This design comes from an exercise in tuning for small area on the open sky130 flow, not from production work. Where RTL was checked, it was by simulation tests only, not by an equivalence proof against the original. For run 4, only the layout was checked, not whether the RTL still works.

==> flow/design.v, too long to show whole: its modules and the start of the top module <==
// module it_mul1: 550 lines
// module it_mul2: 244 lines
// module Reg_Block: 23 lines
// module ImagineThinker: 282 lines
module ImagineThinker(clk,rst,inst_addr,inst_data,data_addr,data_rdata,data_wdata,data_we);
  // ...
==> flow/flow/run.sh <==
#!/bin/bash
# Own layout flow: the standard ORFS flow (standard.sh) with a copy of the
# ORFS scripts in which
#  - synthesis maps logic with an area-oriented ABC script (flow/abc_area.script);
#    flip-flops are mapped by the unchanged dfflibmap step, before ABC,
#  - port buffering uses the smallest buffer cell,
#  - clock tree synthesis inserts no dummy loads,
#  - synthesis keeps the module hierarchy through technology mapping
#    (SYNTH_HIERARCHICAL=1, then flattened by the standard flow's synthesis script as usual),
#    so that each module is mapped on its own.
set -euo pipefail
W=$(pwd)
S=$W/myscripts
{
  rm -rf "$S"
  cp -r "$FLOW_HOME/scripts" "$S"
  cp "$W/flow/abc_area.script" "$S/abc_speed.script"
  cp "$W/flow/abc_area.script" "$S/abc_area.script"
  sed -i 's/buffer_ports {\*}\[env_var_or_empty BUFFER_PORTS_ARGS\]/buffer_ports -buffer_cell sky130_fd_sc_hd__buf_1/' "$S/global_place.tcl"
  sed -i 's/^  -repair_clock_nets\]/  -repair_clock_nets -dont_use_dummy_load]/' "$S/cts.tcl"
  grep -n "buffer_ports" "$S/global_place.tcl"
  grep -n "dont_use_dummy_load" "$S/cts.tcl"
} > "$W/flow_setup.log" 2>&1
bash standard.sh SCRIPTS_DIR="$S" SYNTH_HIERARCHICAL=1 finish > "$W/flow_make.log" 2>&1
==> flow/flow/abc_area.script <==
strash
dch -f
map -a
strash
dch -f
map -a
topo
==> flow/standard.sh <==
#!/bin/bash
# synth_recipe.tcl (not shown) runs the flow's synth.tcl, then flattens the netlist and writes it again
# the make line also repeats each setting of config.mk as NAME=value (left out here)
make -C /OpenROAD-flow-scripts/flow DESIGN_CONFIG=/design/flow/config.mk WORK_HOME=/design/flow/orfs CLKGATE_MAP_FILE= SYNTH_SCRIPT=/design/flow/synth_recipe.tcl "${@:-finish}"
==> flow/config.mk <==
export PLATFORM = sky130hd
export DESIGN_NAME = ImagineThinker
export DESIGN_NICKNAME = ImagineThinker
export VERILOG_FILES = /design/flow/design.v
export SDC_FILE = /design/flow/constraint.sdc
export NUM_CORES = 4
export LEC_CHECK = 0
export ABC_CLOCK_PERIOD_IN_PS = 10000
export CAP_MARGIN = 20
export CORE_MARGIN = 2
export CORE_UTILIZATION = 50
export CTS_BUF_LIST = sky130_fd_sc_hd__clkbuf_4
export CTS_CLUSTER_DIAMETER = 60
export CTS_CLUSTER_SIZE = 7
export SLEW_MARGIN = 20
==> flow/constraint.sdc <==
create_clock -name core_clock -period 10.0 [get_ports {clk}]
set_input_delay 2.0000 -clock core_clock [delete_from_list [all_inputs] [get_ports {clk}]]
set_output_delay 2.0000 -clock core_clock [all_outputs]
set_load 0.01 [all_outputs]
==> impl_metrics.ini, run 1 <==
[clock_tree]
cts.sinks = 718
cts_setup_buffers = 4

[setup_path]
r2r_slack_ps = 360
cpMostUsedCell = fa_2

[hold_path]
whs_endpoint = e_c[3]
hold_depth = 0
hold_start = d_c[3]

[global_routing]
grtUsageMet1_pct = 43.8
grt_pass1_wl_um = 188000

[finish]
layout_common_cells = 676 x edfxtp_1, 542 x o22ai_1, 329 x clkinv_1
num-multi-input-gates = 1884
seq_share_pct = 51.5

[placement]
dpl_cell_area_um2 = 39600

[routing]
route.met3.wl_um = 12300
drc = 0

[yosys]
yosysUniqueCellTypes = 34
synthCells = 2985
async_flop_share_pct = 0
synth_compound_gate_area_share_pct = 13.0
syn_avg_cell_area_um2 = 12.2

[timing]
slew_headroom_pct = 7.61

[die]
die_h_um = 274

[outcome]
status = complete, no violations
==> module Reg_Block, before the edit <==
module Reg_Block(clk, we, waddr, wdata, raddr_a, raddr_b, rdata_a, rdata_b);
    input         clk;
    input         we;
    input  [4:0]  waddr;
    input  [15:0] wdata;
    input  [4:0]  raddr_a, raddr_b;
    output [15:0] rdata_a, rdata_b;
    reg [15:0] rfn [0:31];
    always @(posedge clk)
        if (we) rfn[waddr] <= ~wdata;
    reg [15:0] ta, tb;
    integer i;
    always @* begin
        ta = 16'hffff;
        tb = 16'hffff;
        for (i = 0; i < 32; i = i + 1) begin
            ta = ta & (rfn[i] | {16{raddr_a != i}});
            tb = tb & (rfn[i] | {16{raddr_b != i}});
        end
    end
    assign rdata_a = ~ta;
    assign rdata_b = ~tb;
endmodule
==> module ImagineThinker, before the edit <==
module ImagineThinker(clk,rst,inst_addr,inst_data,data_addr,data_rdata,data_wdata,data_we);
    input clk;
    input rst;
    output [15:0] inst_addr;
    input [31:0] inst_data;
    output [15:0] data_addr;
    input [15:0] data_rdata;
    output [15:0] data_wdata;
    output data_we;
    reg [15:0] pc;
    reg [7:0]  d_op, d_a, d_b, d_c;           
    reg [7:0]  e_op, e_a, e_b, e_c;           
    reg [15:0] e_da, e_db;
    reg [15:0] m_res, m_wdata;                
    reg        m_we, m_rwe, m_ld;
    reg [4:0]  m_c;
    reg        comp;                          
    reg [3:0]  st;                            
    reg [15:0] pn1, pn2;                      
    reg [5:0]  l1, l2;                        
    reg        n1, n2;                        
    wire stall;
    function [16:0] radd16;
        input [15:0] x, y;
        input c;
        integer k;
        reg cc;
        begin
            cc = c;
            for (k = 0; k < 16; k = k + 1) begin
                radd16[k] = x[k] ^ y[k] ^ cc;
                cc = (x[k] & y[k]) | (cc & (x[k] ^ y[k]));
            end
            radd16[16] = cc;
        end
    endfunction
    function [17:0] radd17;
        input [16:0] x, y;
        input c;
        integer k;
        reg cc;
        begin
            cc = c;
            for (k = 0; k < 17; k = k + 1) begin
                radd17[k] = x[k] ^ y[k] ^ cc;
                cc = (x[k] & y[k]) | (cc & (x[k] ^ y[k]));
            end
            radd17[17] = cc;
        end
    endfunction
    function [6:0] rinc7;
        input [6:0] x;
        input c;
        integer k;
        reg cc;
        begin
            cc = c;
            for (k = 0; k < 7; k = k + 1) begin
                rinc7[k] = x[k] ^ cc;
                cc = x[k] & cc;
            end
        end
    endfunction
    function [8:0] radd8;
        input [7:0] x, y;
        input c;
        integer k;
        reg cc;
        begin
            cc = c;
            for (k = 0; k < 8; k = k + 1) begin
                radd8[k] = x[k] ^ y[k] ^ cc;
                cc = (x[k] & y[k]) | (cc & (x[k] ^ y[k]));
            end
            radd8[8] = cc;
        end
    endfunction
    function [15:0] rinc16;
        input [15:0] x;
        input c;
        integer k;
        reg cc;
        begin
            cc = c;
            for (k = 0; k < 16; k = k + 1) begin
                rinc16[k] = x[k] ^ cc;
                cc = x[k] & cc;
            end
        end
    endfunction
    function [7:0] rinc8;
        input [7:0] x;
        input c;
        integer k;
        reg cc;
        begin
            cc = c;
            for (k = 0; k < 8; k = k + 1) begin
                rinc8[k] = x[k] ^ cc;
                cc = x[k] & cc;
            end
        end
    endfunction
    wire       rf_we = m_rwe & ~stall & ~rst;
    wire [15:0] rf_wd = m_ld ? data_rdata : m_res;
    wire [15:0] rd_a, rd_b;
    Reg_Block regs(.clk(clk), .we(rf_we), .waddr(m_c), .wdata(rf_wd),
                   .raddr_a(d_a[4:0]), .raddr_b(d_b[4:0]), .rdata_a(rd_a), .rdata_b(rd_b));
    always @(posedge clk)
        if (rst) begin
            d_op <= 8'h08;
        end else if (~stall) begin
            d_op <= inst_data[31:24];
        end
    always @(posedge clk)
        if (~stall) begin
            d_a <= inst_data[23:16];
            d_b <= inst_data[15:8];
            d_c <= inst_data[7:0];
        end
    always @(posedge clk)
        if (rst) begin
            e_op <= 8'h08;
        end else if (~stall) begin
            e_op <= d_op;
        end
    always @(posedge clk)
        if (~stall) begin
            e_a  <= d_a;
            e_b  <= d_b;
            e_c  <= d_c;
            e_db <= rd_b;
        end
    always @(posedge clk)
        if (~stall)
            e_da <= rd_a;
        else if (f_c2)
            e_da <= e_db;
    wire [3:0] op = e_op[3:0];
    wire is_j   = (e_op == 8'hB0);
    wire is_br  = (e_op == 8'h90);
    wire is_st  = (e_op == 8'h8F);
    wire is_ld  = (e_op == 8'h9F);
    wire is_mem = is_st | is_ld;
    wire is_div = (e_op == 8'h83);
    wire is_im  = (e_op == 8'hA0);
    wire is_rwe = (e_op[7:3] == 5'b10000) | is_im | is_ld;
    wire [7:0] a1 = e_da[15:8];
    wire [7:0] a2 = e_da[7:0];
    wire [7:0] b1 = e_db[15:8];
    wire [7:0] b2 = e_db[7:0];
    wire sub  = (op == 4'd1) | ((op >= 4'd9) & (op <= 4'd14));
    wire link = (op == 4'd15);
    wire [15:0] yb  = is_mem ? {8'd0, (is_st ? e_c : e_b)} : e_db;
    wire [15:0] yv  = yb ^ {16{sub}};
    wire [8:0]  slo = radd8(a2, yv[7:0], sub);
    wire [8:0]  shi = radd8(a1, yv[15:8], (link ? slo[8] : sub));
    wire eq1 = (shi[7:0] == 8'd0);
    wire eq2 = (slo[7:0] == 8'd0);
    wire lt1 = ~shi[8];
    wire cmp_res = (op == 4'd9)  ? lt1 :
                   (op == 4'd10) ? (eq1 & eq2) :
                   (op == 4'd11) ? (lt1 | eq1) :
                   (op == 4'd12) ? ~(lt1 | eq1) :
                   (op == 4'd13) ? ~(eq1 & eq2) :
                                   ~lt1;
    wire is_cmp = (op >= 4'd9) & (op <= 4'd14);
    wire div_op = (op == 4'd3);
    assign stall = div_op & (st != 4'd1);
    reg f_c1, f_c2, f_den;
    always @(posedge clk) begin
        f_c1  <= ~rst & ~stall & (d_op[3:0] == 4'd3);
        f_c2  <= ~rst & div_op & (st == 4'd0);
        f_den <= ~rst & div_op & (st != 4'd0) & (st != 4'd1);
    end
    wire [7:0] x1 = f_c2 ? a2 : a1;
    wire [7:0] x2 = f_c2 ? a1 : a2;
    wire neg2nd = ~(f_c1 | f_den);
    wire [7:0] x2n = x2 ^ {8{neg2nd}};
    wire [16:0] u1;
    wire [7:0]  u2;
    it_mul1 mul1(.x1(x1), .x2(x2n), .y1(b1), .y2(b2), .s(neg2nd), .u(u1));
    it_mul2 mul2(.a1(a1), .a2(a2), .b1(b1), .b2(b2), .u(u2));
    wire        u1neg = u1[16];
    reg  [15:0] above;
    integer j;
    always @* begin
        above[0] = 1'b0;
        for (j = 1; j < 16; j = j + 1)
            above[j] = above[j-1] | u1[j-1];
    end
    wire [15:0] mag  = u1[15:0] ^ (above & {16{u1neg}});
    wire [15:0] den  = u1[15:0];
    wire [16:0] sm1  = radd16(pn1, den, 1'b0);
    wire [16:0] sm2  = radd16(pn2, den, 1'b0);
    wire ge1 = ~sm1[16];                       
    wire ge2 = ~sm2[16];
    wire step = f_den & (st != 4'd1);
    wire [15:0] ld_pn = ~{6'd0, mag[15:6]};
    wire [15:0] pn1_t = f_c1 ? ld_pn : {sm1[14:0], ~l1[5]};
    wire [15:0] pn1_f = f_c1 ? ld_pn : {pn1[14:0], ~l1[5]};
    wire [15:0] pn2_t = f_c2 ? ld_pn : {sm2[14:0], ~l2[5]};
    wire [15:0] pn2_f = f_c2 ? ld_pn : {pn2[14:0], ~l2[5]};
    always @(posedge clk) begin
        if (f_c1 | step)
            pn1 <= ge1 ? pn1_t : pn1_f;
        if (f_c1) begin
            l1  <= mag[5:0];
            n1  <= u1neg;
        end else if (step) begin
            l1  <= {l1[4:0], ge1};
        end
        if (f_c2 | step)
            pn2 <= ge2 ? pn2_t : pn2_f;
        if (f_c2) begin
            l2  <= mag[5:0];
            n2  <= u1neg;
        end else if (step) begin
            l2  <= {l2[4:0], ge2};
        end
    end
    wire [6:0] nl1 = rinc7(~{1'b0, l1}, 1'b1);
    wire [6:0] nl2 = rinc7(~{1'b0, l2}, 1'b1);
    wire [7:0] dv1_1 = n1 ? {1'b1, ~l1, 1'b1} : {1'b0, l1, 1'b1};
    wire [7:0] dv1_0 = n1 ? {nl1, 1'b0}        : {1'b0, l1, 1'b0};
    wire [7:0] dv2_1 = n2 ? {1'b1, ~l2, 1'b1} : {1'b0, l2, 1'b1};
    wire [7:0] dv2_0 = n2 ? {nl2, 1'b0}        : {1'b0, l2, 1'b0};
    always @(posedge clk)
        if (rst) st <= 4'd0;
        else if (div_op) st <= (st == 4'd0) ? 4'd8 : st - 4'd1;
    reg [15:0] alu;
    always @* begin
        case (op)
            4'd0, 4'd1, 4'd15: alu = {shi[7:0], slo[7:0]};
            4'd2:  alu = {u1[7:0], u2};
            4'd3:  alu = 16'd0;
            4'd4:  alu = {a1, 8'd0};
            4'd5:  alu = {a2, 8'd0};
            4'd6:  alu = {a1, rinc8(~a2, 1'b1)};
            4'd7:  alu = {a1, a2};
            4'd8:  alu = 16'd0;
            default: alu = {16{cmp_res}};
        endcase
    end
    wire [15:0] result = is_im ? {e_a, e_b} : alu;
    wire [15:0] res_t = result | (is_div ? {dv1_1, dv2_1} : 16'd0);
    wire [15:0] res_f = result | (is_div ? {dv1_0, dv2_0} : 16'd0);
    wire [15:0] mr_t = rst ? 16'd0 : (stall ? m_res : res_t);
    wire [15:0] mr_f = rst ? 16'd0 : (stall ? m_res : res_f);
    always @(posedge clk)
        if (rst) comp <= 1'b0;
        else if (is_cmp) comp <= cmp_res;
    wire jump = is_j | (is_br & comp);
    wire [15:0] ab_hi = ~rinc16({3'b000, ~e_a, ~e_b[7:3]}, 1'b1);    
    wire [15:0] pc_inc = jump ? {ab_hi[12:0], e_b[2:0]} : 16'd4;
    wire [16:0] pc_nx = radd16(pc, pc_inc, 1'b0);
    always @(posedge clk)
        if (rst) pc <= 16'd0;
        else if (~stall) pc <= pc_nx[15:0];
    always @(posedge clk) begin
        m_res[15:8] <= ge1 ? mr_t[15:8] : mr_f[15:8];
        m_res[7:0]  <= ge2 ? mr_t[7:0]  : mr_f[7:0];
    end
    always @(posedge clk)
        if (rst) begin
            m_we  <= 1'b0;
            m_rwe <= 1'b0;
        end else if (~stall) begin
            m_we  <= is_st;
            m_rwe <= is_rwe;
        end
    always @(posedge clk)
        if (~stall) begin
            m_ld    <= is_ld;
            m_c     <= e_c[4:0];
            m_wdata <= e_db;
        end
    assign inst_addr  = pc;
    assign data_addr  = m_res;
    assign data_wdata = m_wdata;
    assign data_we    = m_we;
endmodule
==> run 2, diff against run 1 <==
--- a/flow/design.v
+++ b/flow/design.v
@@ -794,14 +794,15 @@
 endmodule
 `timescale 1ns / 1ps
-module Reg_Block(clk, we, waddr, wdata, raddr_a, raddr_b, rdata_a, rdata_b);
+module Reg_Block(clk, we, waddr, wdata0, wdata1, wsel, raddr_a, raddr_b, rdata_a, rdata_b);
     input         clk;
     input         we;
     input  [4:0]  waddr;
-    input  [15:0] wdata;
+    input  [15:0] wdata0, wdata1;           
+    input         wsel;
     input  [4:0]  raddr_a, raddr_b;
     output [15:0] rdata_a, rdata_b;
     reg [15:0] rfn [0:31];
     always @(posedge clk)
-        if (we) rfn[waddr] <= ~wdata;
+        if (we) rfn[waddr] <= ~(wsel ? wdata1 : wdata0);
     reg [15:0] ta, tb;
     integer i;
@@ -922,7 +923,6 @@
     endfunction
     wire       rf_we = m_rwe & ~stall & ~rst;
-    wire [15:0] rf_wd = m_ld ? data_rdata : m_res;
     wire [15:0] rd_a, rd_b;
-    Reg_Block regs(.clk(clk), .we(rf_we), .waddr(m_c), .wdata(rf_wd),
+    Reg_Block regs(.clk(clk), .we(rf_we), .waddr(m_c), .wdata0(m_res), .wdata1(data_rdata), .wsel(m_ld),
                    .raddr_a(d_a[4:0]), .raddr_b(d_b[4:0]), .rdata_a(rd_a), .rdata_b(rd_b));
     always @(posedge clk)
==> flow/flow/run.sh (replaced) <==
#!/bin/bash
# Own layout flow: the standard ORFS flow (standard.sh) with a copy of the
# ORFS scripts in which
#  - synthesis maps logic with an area-oriented ABC script (flow/abc_area.script)
#    and keeps the module hierarchy through technology mapping
#    (SYNTH_HIERARCHICAL=1; the standard flow's synthesis script flattens it afterwards as
#    usual), so that each module is mapped on its own; flip-flops are mapped
#    by the unchanged dfflibmap step, before ABC;
#  - the quick ABC pass inside Yosys's synth is skipped for the multiplier
#    modules only (flow/synth_proc.tcl);
#  - port buffering uses the smallest buffer cell;
#  - clock tree synthesis inserts no dummy loads.
# Each tool's output goes to ORFS's own per-step logs under orfs/logs; this
# script's own output goes to flow_setup.log and flow_make.log.
set -euo pipefail
W=$(pwd)
S=$W/myscripts
{
  rm -rf "$S"
  cp -r "$FLOW_HOME/scripts" "$S"
  cp "$W/flow/abc_area.script" "$S/abc_speed.script"
  cp "$W/flow/abc_area.script" "$S/abc_area.script"
  sed -i 's/buffer_ports {\*}\[env_var_or_empty BUFFER_PORTS_ARGS\]/buffer_ports -buffer_cell sky130_fd_sc_hd__buf_1/' "$S/global_place.tcl"
  sed -i 's/^  -repair_clock_nets\]/  -repair_clock_nets -dont_use_dummy_load]/' "$S/cts.tcl"
  { cat "$W/flow/synth_proc.tcl"; tail -n +2 "$W/synth_recipe.tcl"; } > "$W/my_synth.tcl"
  grep -n "buffer_ports" "$S/global_place.tcl"
  grep -n "dont_use_dummy_load" "$S/cts.tcl"
  cat "$W/my_synth.tcl"
} > "$W/flow_setup.log" 2>&1
bash standard.sh SCRIPTS_DIR="$S" SYNTH_HIERARCHICAL=1 SYNTH_SCRIPT="$W/my_synth.tcl" GPL_KEEP_OVERFLOW=0 finish > "$W/flow_make.log" 2>&1
==> flow/flow/synth_proc.tcl (new file) <==
# Replaces the first line of the standard flow's synth_recipe.tcl.  Every synth call still
# runs with -nofsm -noshare.  In the fine stage, the quick ABC pass that
# Yosys's synth runs is skipped for the multiplier modules (it_mul*), whose
# bit-level full-adder equations then reach extract_fa unchanged; every
# other module (all of the registers) gets that pass exactly as before.
proc synth {args} {
  if {[lsearch -exact $args fine:] >= 0} {
    yosys synth -nofsm -noshare -noabc {*}$args
    yosys abc -fast {*}[lsearch -all -inline -not [yosys tee -q -s result.string select -list-mod *] it_mul*]
    yosys opt -fast
  } else {
    yosys synth -nofsm -noshare {*}$args
  }
}
==> run 2 against run 1 <==
Still clean; synthesized cell count down 4.0%; synthesized area down 1.3%; non-clock buffer count down 55; clock skew down 64 ps; die area down 1.3%; worst setup slack worse by 210 ps; core utilization up 0.96 points; register-to-register slack worse by 210 ps; maximum frequency down 2.1%; first-iteration DRC count down 1.1%; highest routed layer unchanged.
==> impl_metrics.ini, run 2 <==
[hold_path]
hold_start = d_c[6]
worst_hold_path_type = reg -> reg
whs_endpoint = e_c[6]
hold_depth = 0

[routing]
drt_first_pass_iters = 8
post_drt_wl_per_cell_um = 31.1
drc = 0
vias_per_cell = 6.70
drt_iter0_drc = 3569
wl_um = 130000
via_count = 28000
ant_nets = 0

[placement]
dpl_cell_area_um2 = 38900
globalplace.congestion = 1.00
io_buffer_count = 98
dp_hpwl_um = 91900

[clock_tree]
clock_latency_ps = 990
cts-root-buf = clkbuf_4
tritoncts = done
htreeDepth = 3
cts_buffers = 114
cts.sinks = 718
cts.reportedPaths.clkPinSlew_ps = 100
cts_max_path_buffers = 3

[setup_path]
cpMostUsedCell = fa_2
critPathKind = reg -> reg
worstPathRequired_ps = 10610
r2r_slack_ps = 150
slowest_delay_ps = 540
reg2regPathDepth = 41
crit_family = adder cells
crit_buf_inv = 9
cp-end-kind = flop
slowest_stage = fa_1
start_kind = flop
reg2reg_to = pn1[3]
r2r-start = e_da[9]
cp_data_arrival_time_ps = 10460
worst-path-max-fanout = 6

[finish]
layout-drive-gt1-share_pct = 15.9
fin_nets = 3535
fin_area_um2 = 41100
final_common_cell = edfxtp_1
regMostFlops = regs.rfn
area_growth_pct = 14.0
largest_reg_flops = 512
layout_common_cells = 676 x edfxtp_1, 528 x o22ai_1, 238 x nor2_1
final_util_pct = 57.5

[global_routing]
grt_pass1_vias = 27800
grt_pass1_wl_um = 187000
grt-ovfl-total = 0
grt_start_max_net_pins = 60
antenna_found_initial = 9
grt_use_total_pct = 34.7

[timing]
final-hold-violation-count = 0
setup_tns_ps = 0
rsz0062_at_grt = true
period_needed_ps = 9850
setup_viol = 0
fin_crit_sh_pct = 98.5
slew_headroom_pct = 12.2
timing.fmax_mhz = 101
clock_skew_ps = 139
finalMaxSlewViolations = 0
tightest_slew_ps = 1300

[yosys]
synth_edf_count = 676
syn-num-nets = 3181
ys_seq_area_share_pct = 58.6
ys_ff_latch = 718
synth_top_cell_by_area = edfxtp_1
async_flop_share_pct = 0
synth_area_um2 = 36100
synth_flop_cell = edfxtp_1
synth_area_leaders = edfxtp_1 56%, fa_1 12%, o22ai_1 9.2%
yosys_warnings = 8
synth_top_area_share_pct = 56.3
syn_avg_cell_area_um2 = 12.6
synthCells = 2867
synth_most_common_cell = edfxtp_1
yosysUniqueCellTypes = 32
synth_commonest_cells = 676 x edfxtp_1, 529 x o22ai_1, 301 x nor2_1, 232 x clkinv_1, 217 x nand2_1

[die]
die_h_um = 273
core_um2 = 71500
io_pins = 99
start_util_pct = 50.4
rows = 98
die_w_um = 273
die_area_um2 = 74300

[outcome]
status = complete, no violations

[run]
maxCapViolCount = 0
## run 2: changes by cell type in the layout (fill, tap and decap cells not counted), sizes merged, moves of 4 or more
| cell | change |
|---|---|
| a21oi | +14 |
| buf | -53 |
| clkinv | -120 |
| clkinvlp | -4 |
| inv | -4 |
| mux2 | -16 |
| mux2i | +16 |
| nand2 | -80 |
| nor2 | +90 |
| o211ai | +9 |
| o21ai | -7 |
| o22ai | -14 |
| o31ai | -5 |
## run 2: layer usage
| layer | vias to the layer above | part of all wire (%) | GRT usage [%] |
|---|---|---|---|
| met4 | 8 | 6.7 | 19.2 |
| li1 | 11800 | - | - |
| met3 | 440 | 9.2 | 6.67 |
| met5 | - | 0.033 | 0 |
| met2 | 1801 | 48 | 57.9 |
| met1 | 14000 | 36 | 42.9 |
## run 2: cells by family after synthesis
logic type / after synthesis / synth area share [%]
and+or+nand+nor: 786 / 9.71
muxes: 16 / 0.444
xor gates and xnor gates: 65 / 1.58
adders and majority gates: 264 / 13.6
AOI/OAI and AO/OA: 761 / 13.1
DFF: 718 / 58.6
buffers and inverters: 257 / 2.94
## run 2: final cells by class
type	count	area [um^2]
fill	5891	30400
sequential	718	21100
multi-input combinational	1894	14800
tap	950	1190
inverter	232	932
clock buffer	114	856
timing repair buffer	261	2140
antenna	9	22.5
## run 2: per-module statistics from Yosys (local to each module, per instance)
module | cells | times used | flip-flops and latches | cell area [um^2]
it_mul2 | 179 | 1 | 0 | 1500
ImagineThinker | 991 | 1 | 206 | 10800
Reg_Block | 1341 | 1 | 512 | 20400
it_mul1 | 356 | 1 | 0 | 3440
## run 2: repair_timing
| item | 4_1_cts | 5_1_grt |
|---|---|---|
| buffers inserted | 68 | 41 |
| gates cloned | 1 | 1 |
| resized for setup | 74 | 87 |
| hold endpoints to repair | 0 | 0 |
| setup endpoints to repair | 50 | 34 |
| hold buffers | 0 | 0 |
| pin swaps | 18 | 37 |
## run 2: stage by stage
stage / cells / worst slack, ps / hold slack (ps)
2_1_floorplan: 2867 / 21.6 / 400
3_3_place_gp: 3890 / -2150 / 403
3_5_place_dp: 3945 / -2130 / 405
4_1_cts: 4128 / -152 / 423
5_1_grt: 4175 / -155 / 427
6_report: 4178 / 147 / 424
## run 2: worst max-delay path by stage
| stage | from | endpoint | slack, ps | cells after the start |
|---|---|---|---|---|
| after floorplan | e_op[3] | m_res[6] | 20 | 33 |
| after global placement | e_op[3] | m_res[6] | -2150 | 33 |
| after detailed placement | e_op[1] | m_res[6] | -2130 | 37 |
| after CTS | e_op[7] | m_res[0] | -150 | 36 |
| after global routing | e_da[8] | pn1[9] | -150 | 42 |
| final | e_da[9] | pn1[3] | 150 | 41 |
==> run 3, diff against run 2 <==
--- a/flow/flow/run.sh
+++ b/flow/flow/run.sh
@@ -28,3 +28,3 @@
   cat "$W/my_synth.tcl"
 } > "$W/flow_setup.log" 2>&1
-bash standard.sh SCRIPTS_DIR="$S" SYNTH_HIERARCHICAL=1 SYNTH_SCRIPT="$W/my_synth.tcl" GPL_KEEP_OVERFLOW=0 finish > "$W/flow_make.log" 2>&1
+bash standard.sh SCRIPTS_DIR="$S" SYNTH_HIERARCHICAL=1 SYNTH_SCRIPT="$W/my_synth.tcl" finish > "$W/flow_make.log" 2>&1
==> run 3 against run 2 <==
Sequential share of layout area is 0.11 points higher; largest cell class unchanged; core utilization is 0.13 points lower; sequential cell count stayed put; highest routed layer unchanged; worst hold slack worse by 1.6 ps; first-iteration DRC count is 2.7% lower; synthesized cell count stayed put; synthesized area stayed put.
==> impl_metrics.ini, run 3 <==
[routing]
ant_nets = 0
post_drt_wl_per_cell_um = 29.6
drc = 0
drt_iter0_drc = 3471
wl_um = 126000
drt_first_pass_iters = 6
via_count = 28100
vias_per_cell = 6.59

[clock_tree]
cts-root-buf = clkbuf_4
cts.sinks = 718
clock_latency_ps = 940
cts_max_path_buffers = 3
cts_hold_buf = 0
cts_buffers = 114
htreeDepth = 3
tritoncts = done
cts.reportedPaths.clkPinSlew_ps = 90

[yosys]
synth-xor-area-share_pct = 1.58
synth_flop_cell = edfxtp_1
synth_area_um2 = 36100
ys_seq_area_share_pct = 58.6
synthSimpleGateAreaFrac_pct = 9.71
synth_most_common_cell = edfxtp_1
synthMuxAreaShare_pct = 0.444
syn-num-nets = 3181
synth_fa_ha_area_share_pct = 13.6
synth_area_leaders = edfxtp_1 56%, fa_1 12%, o22ai_1 9.2%
synthCells = 2867
synth_commonest_cells = 676 x edfxtp_1, 529 x o22ai_1, 301 x nor2_1, 232 x clkinv_1, 217 x nand2_1
yosysUniqueCellTypes = 32
synth_top_cell_by_area = edfxtp_1
synth_top_area_share_pct = 56.3
synth_compound_gate_area_share_pct = 13.1
yosys_warnings = 8
synth_top_family_by_area = adder cells
syn_avg_cell_area_um2 = 12.6
ys_ff_latch = 718
synth_edf_count = 676
async_flop_share_pct = 0

[setup_path]
critPathKind = reg -> reg
worstPathRequired_ps = 10540
reg2reg_to = pn1[9]
cpMostUsedCell = fa_2
r2r-start = f_c2
reg2regPathDepth = 41
cp_data_arrival_time_ps = 10370
start_kind = flop
crit_buf_inv = 4
r2r_slack_ps = 170
worst-path-max-fanout = 8
cp-end-kind = flop
slowest_stage = fa_1
slowest_delay_ps = 550
cp-startpoint = f_c2
crit_family = adder cells

[die]
die_area_um2 = 74300
rows = 98
start_util_pct = 50.4
die_h_um = 273
io_pins = 99
core_um2 = 71500
die_w_um = 273

[timing]
setup_viol = 0
rsz0062_at_grt = true
finalMaxSlewViolations = 0
tightest_slew_ps = 1240
timing.fmax_mhz = 102
final-hold-violation-count = 0
slew_headroom_pct = 16.4
period_needed_ps = 9830
fin_crit_sh_pct = 98.3
setup_tns_ps = 0
clock_skew_ps = 130

[placement]
io_buffer_count = 98
dp_hpwl_um = 88800
dpl_cell_area_um2 = 39400
globalplace.congestion = 1.01

[finish]
final_common_cell = edfxtp_1
num-fill-cells = 5884
area_growth_pct = 13.8
layout-drive-gt1-share_pct = 15.0
layout_common_cells = 676 x edfxtp_1, 529 x o22ai_1, 283 x nor2_1
fin_nets = 3622
fin_area_um2 = 41000
regMostFlops = regs.rfn
seq_area_um2 = 21100
largest_reg_flops = 512
multi_input_area_um2 = 14400

[hold_path]
hold_start = d_c[5]
hold_depth = 0
whs_endpoint = e_c[5]
worst_hold_path_type = reg -> reg

[run]
maxCapViolCount = 0

[global_routing]
antenna_found_initial = 9
grt_use_total_pct = 33.8
grt-ovfl-total = 0
grt_pass1_vias = 27800
grt_pass1_wl_um = 183000
grt_start_max_net_pins = 74

[outcome]
status = complete, no violations
==> run 3: cell counts after synthesis <==
Identical to the previous run, type by type.
==> run 3: logic make-up (layout without fill, tap and decap cells) <==
family,after synthesis,count (layout)
mux,16,16
other cells,0,2
xor+xnor,65,65
compound gates,761,761
simple gates,786,787
flops,718,718
fa+ha+maj,264,264
buf+inv,257,695
==> run 3: through the flow <==
step,cells,utilization [%],hold slack (ps),setup slack (ps)
4_1_cts,4222,56.4,424,15.8
3_5_place_dp,4100,55.1,409,-373
3_3_place_gp,4097,55.0,404,-175
5_1_grt,4257,57.4,433,-166
6_report,4258,57.4,422,167
2_1_floorplan,2867,-,400,21.6
==> run 3: worst max-delay path by stage <==
| stage | end | slack [ps] | depth (start not counted) |
|---|---|---|---|
| finish | pn1[9] | 170 | 41 |
| global route | pn1[9] | -170 | 41 |
| CTS | pn1[9] | 20 | 41 |
| detailed placement | pn1[9] | -370 | 41 |
| global placement | pn2[9] | -170 | 40 |
| floorplan | m_res[6] | 20 | 33 |
==> run 3: timing repair <==
item / in CTS / in global routing
gates resized for setup: 10 / 58
endpoints found under the setup margin: 30 / 34
pin swaps: 9 / 19
cloned: 0 / 1
setup buffers: 8 / 19
endpoints found under the hold margin: 0 / 0
==> run 3: worst reg2reg max path: cells and delay by family, from the launching register on <==
kind | cells | cell delay, ps
adders and majority gates | 18 | 6740
xor gates and xnor gates | 1 | 210
and+or+nand+nor | 4 | 470
AOI/OAI and AO/OA | 14 | 1310
buffers and inverters | 4 | 430
DFF | 1 | 380
==> run 3: Yosys stat by module, one instance, submodules excluded <==
module          times used  cells inside  flops+latches  cell area [um^2]
ImagineThinker           1           991            206             10800
it_mul2                  1           179              0              1500
Reg_Block                1          1341            512             20400
it_mul1                  1           356              0              3440
==> run 3: routing by layer <==
metal  track usage, %  routed length, um  vias to the layer above
met5                0                 56                        -
met1             41.1              45500                    14000
li1                 -                  -                    11900
met4             17.6               7540                        6
met3             7.24              11600                      417
met2             57.0              61300                     1767
==> run 3: layout make-up <==
cell class,count,share of cell area (%)
tap,950,2.90
multi-input combinational,1893,35.2
inverter,232,2.16
clock buffer,114,2.09
sequential,718,51.6
timing repair buffer,349,6.12
antenna,2,0.0122
==> run 4, diff against run 3 <==
--- a/flow/design.v
+++ b/flow/design.v
@@ -970,8 +970,11 @@
     wire [7:0] b2 = e_db[7:0];
     wire sub  = (op == 4'd1) | ((op >= 4'd9) & (op <= 4'd14));
+    wire conj = (op == 4'd6);
     wire link = (op == 4'd15);
-    wire [15:0] yb  = is_mem ? {8'd0, (is_st ? e_c : e_b)} : e_db;
-    wire [15:0] yv  = yb ^ {16{sub}};
-    wire [8:0]  slo = radd8(a2, yv[7:0], sub);
+    wire sublo = sub | conj;
+    wire [15:0] yb  = is_mem ? {8'd0, (is_st ? e_c : e_b)} : (conj ? {8'd0, a2} : e_db);
+    wire [15:0] yv  = yb ^ {{8{sub}}, {8{sublo}}};
+    wire [7:0]  xlo = conj ? 8'd0 : a2;
+    wire [8:0]  slo = radd8(xlo, yv[7:0], sublo);
     wire [8:0]  shi = radd8(a1, yv[15:8], (link ? slo[8] : sub));
     wire eq1 = (shi[7:0] == 8'd0);
@@ -1051,10 +1054,9 @@
     always @* begin
         case (op)
-            4'd0, 4'd1, 4'd15: alu = {shi[7:0], slo[7:0]};
+            4'd0, 4'd1, 4'd6, 4'd15: alu = {shi[7:0], slo[7:0]};
             4'd2:  alu = {u1[7:0], u2};
             4'd3:  alu = 16'd0;
             4'd4:  alu = {a1, 8'd0};
             4'd5:  alu = {a2, 8'd0};
-            4'd6:  alu = {a1, rinc8(~a2, 1'b1)};
             4'd7:  alu = {a1, a2};
             4'd8:  alu = 16'd0;
--- a/flow/flow/run.sh
+++ b/flow/flow/run.sh
@@ -10,5 +10,6 @@
 #    modules only (flow/synth_proc.tcl);
 #  - port buffering uses the smallest buffer cell;
-#  - clock tree synthesis inserts no dummy loads.
+#  - clock tree synthesis inserts no dummy loads;
+#  - the larger buffers are not used, so repairs use small buffers.
 # Each tool's output goes to ORFS's own per-step logs under orfs/logs; this
 # script's own output goes to flow_setup.log and flow_make.log.
@@ -28,3 +29,4 @@
   cat "$W/my_synth.tcl"
 } > "$W/flow_setup.log" 2>&1
+DONT_USE_CELLS="sky130_fd_sc_hd__buf_4 sky130_fd_sc_hd__buf_6 sky130_fd_sc_hd__buf_8 sky130_fd_sc_hd__buf_12 sky130_fd_sc_hd__buf_16" \
 bash standard.sh SCRIPTS_DIR="$S" SYNTH_HIERARCHICAL=1 SYNTH_SCRIPT="$W/my_synth.tcl" finish > "$W/flow_make.log" 2>&1
==> run 4 against run 3 <==
Sequential share of layout area down 0.074 points; final area up 0.14%; largest cell class unchanged; clock skew up 38 ps; still clean on timing, DRC and antenna; worst hold slack worse by 78 ps.
==> impl_metrics.ini, run 4 <==
[die]
core_um2 = 71500
die_area_um2 = 74300
die_w_um = 273
start_util_pct = 50.4
die_h_um = 273
rows = 98
io_pins = 99

[finish]
regMostFlops = regs.rfn
num-fill-cells = 5949
stdcell_count = 4277
fin_nets = 3634
final_util_pct = 57.5
largest_reg_flops = 512
seq_area_um2 = 21100
layout-drive-gt1-share_pct = 15.0
area_growth_pct = 13.9
final_common_cell = edfxtp_1
multi_input_area_um2 = 14400
layout_common_cells = 676 x edfxtp_1, 532 x o22ai_1, 292 x nor2_1

[routing]
drt_first_pass_iters = 6
drt_iter0_drc = 3986
drc = 0
wl_um = 129000
post_drt_wl_per_cell_um = 30.2
ant_nets = 0
via_count = 28200
vias_per_cell = 6.58

[timing]
finalMaxSlewViolations = 0
fin_crit_sh_pct = 97.6
timing.fmax_mhz = 103
period_needed_ps = 9760
tightest_slew_ps = 1240
setup_viol = 0
slew_headroom_pct = 16.6
setup_tns_ps = 0
final-hold-violation-count = 0
clock_skew_ps = 168
holdWs_ps = 345

[setup_path]
cp-end-kind = flop
critPathKind = reg -> reg
worstPathRequired_ps = 10530
crit_family = adder cells
slowest_delay_ps = 570
cpMostUsedCell = fa_2
r2r-start = f_c2
reg2regPathDepth = 42
slowest_stage = fa_1
cp_data_arrival_time_ps = 10290
worst-path-max-fanout = 6
start_kind = flop
reg2reg_to = pn1[8]
r2r_slack_ps = 240
crit_buf_inv = 6

[hold_path]
worst_hold_path_type = reg -> reg
hold_depth = 0
whs_endpoint = e_c[1]
hold_start = d_c[1]

[clock_tree]
cts_hold_buf = 0
clock_latency_ps = 980
cts_max_path_buffers = 3
htreeDepth = 3
cts.reportedPaths.clkPinSlew_ps = 100
cts_buffers = 114
cts.sinks = 718
cts-root-buf = clkbuf_4
tritoncts = done

[yosys]
synth_top_area_share_pct = 56.3
yosysUniqueCellTypes = 35
synth_edf_count = 676
synth_area_leaders = edfxtp_1 56%, fa_1 12%, o22ai_1 9.2%
yosys_warnings = 8
synthCells = 2881
synth_top_cell_by_area = edfxtp_1
syn-num-nets = 3189
async_flop_share_pct = 0
ys_seq_area_share_pct = 58.6
synth_area_um2 = 36100
synth_most_common_cell = edfxtp_1
synth_commonest_cells = 676 x edfxtp_1, 533 x o22ai_1, 311 x nor2_1, 235 x clkinv_1, 227 x nand2_1
synth_flop_cell = edfxtp_1
ys_ff_latch = 718
syn_avg_cell_area_um2 = 12.5

[global_routing]
grt-ovfl-total = 0
grt_pass1_wl_um = 187000
antenna_found_initial = 6
grt_use_total_pct = 34.8
grt_pass1_vias = 27700
grt_start_max_net_pins = 77

[placement]
io_buffer_count = 98
dp_hpwl_um = 90700
dp_cells = 4132
globalplace.congestion = 1.04

[run]
maxCapViolCount = 0

[outcome]
status = complete, no violations
run 4: through the flow:
stage	setup WS (ps)	cell area (um^2)
6_report	244	41100
4_1_cts	13.5	40500
2_1_floorplan	1.59	36100
5_1_grt	-26.8	41100
3_5_place_dp	-329	39500
3_3_place_gp	-203	39400
run 4: cell type report:
type / count / share of cell area, %
clock buffer: 114 / 2.08
sequential: 718 / 51.5
antenna: 3 / 0.0183
tap: 950 / 2.89
inverter: 235 / 2.19
multi-input combinational: 1903 / 35.0
timing repair buffer: 354 / 6.31
run 4: modules after synthesis, one instance, submodules excluded:
module,flops+latches,copies in the design
it_mul2,0,1
Reg_Block,512,1
ImagineThinker,206,1
it_mul1,0,1
run 4: cells by family after synthesis:
kind of cell               count (synthesis)  share of synthesized area [%]
and+or+nand+nor                          811                           9.98
AOI/OAI and AO/OA                        753                           13.0
DFF                                      718                           58.6
buffers and inverters                    260                           2.97
adders and majority gates                258                           13.4
xor gates and xnor gates                  65                           1.58
muxes                                     16                          0.444
run 4: worst max-delay path by stage:
stage,from,endpoint,slack (ps),cells past startpoint
6_report,f_c2,pn1[8],240,42
5_1_grt,f_c2,pn2[9],-30,43
4_1_cts,f_c2,pn2[9],10,42
3_5_place_dp,f_c2,pn2[9],-330,41
3_3_place_gp,f_c2,pn2[9],-200,42
2_1_floorplan,f_c2,pn2[9],2,43
run 4: timing repair:
| action | CTS | global route |
|---|---|---|
| gates resized for setup | 14 | 56 |
| setup buffers | 9 | 5 |
| gates cloned | 0 | 1 |
| endpoints found under the setup margin | 12 | 28 |
| pin swaps | 8 | 17 |
run 4: worst register-to-register path, delay by kind of cell (launching register included):
kind | cells | cell delay (ps)
xor gates and xnor gates | 1 | 140
buffers and inverters | 6 | 640
adders and majority gates | 18 | 6790
AOI/OAI and AO/OA | 12 | 1000
DFF | 1 | 380
and+or+nand+nor | 5 | 490
run 4: per-layer routing:
layer / global-route usage, % / vias up / part of all wire, %
li1: - / 12000 / -
met4: 17.1 / 4 / 6.3
met1: 44.7 / 13900 / 37
met5: 0 / - / 0.016
met2: 56.8 / 1853 / 47
met3: 7.01 / 396 / 9.9

static timing again, ports no longer ideal:
Ports are ideal in the flow. The routed layouts listed here were re-timed in OpenROAD. Step 1 sets driving cells, clkbuf_16 on the clock port and buf_2 on the other inputs (assumed; they add their load-dependent delay and slew). Step 2 also shifts input and output timing later by t, the mid clock arrival at the registers, as if the neighbouring blocks saw the same clock. Three values: no drivers, after step 1, after step 2; two values: the first two.
| run | t (ns) | setup slack, ns | slew at the worst register clock pin (ns) | worst slew at a driven data input, ns |
|---|---|---|---|---|
| run 1 | 0.964 | 0.356 / 0.356 / 0.356 | 0.10 / 0.10 | 0.09 |
| run 2 | 0.992 | 0.147 / 0.147 / 0.147 | 0.10 / 0.10 | 0.05 |
| run 3 | 0.946 | 0.167 / 0.167 / 0.167 | 0.10 / 0.10 | 0.05 |
| run 4 | 0.956 | 0.244 / 0.244 / 0.244 | 0.10 / 0.10 | 0.06 |
After both steps setup and hold are still met in every run listed.
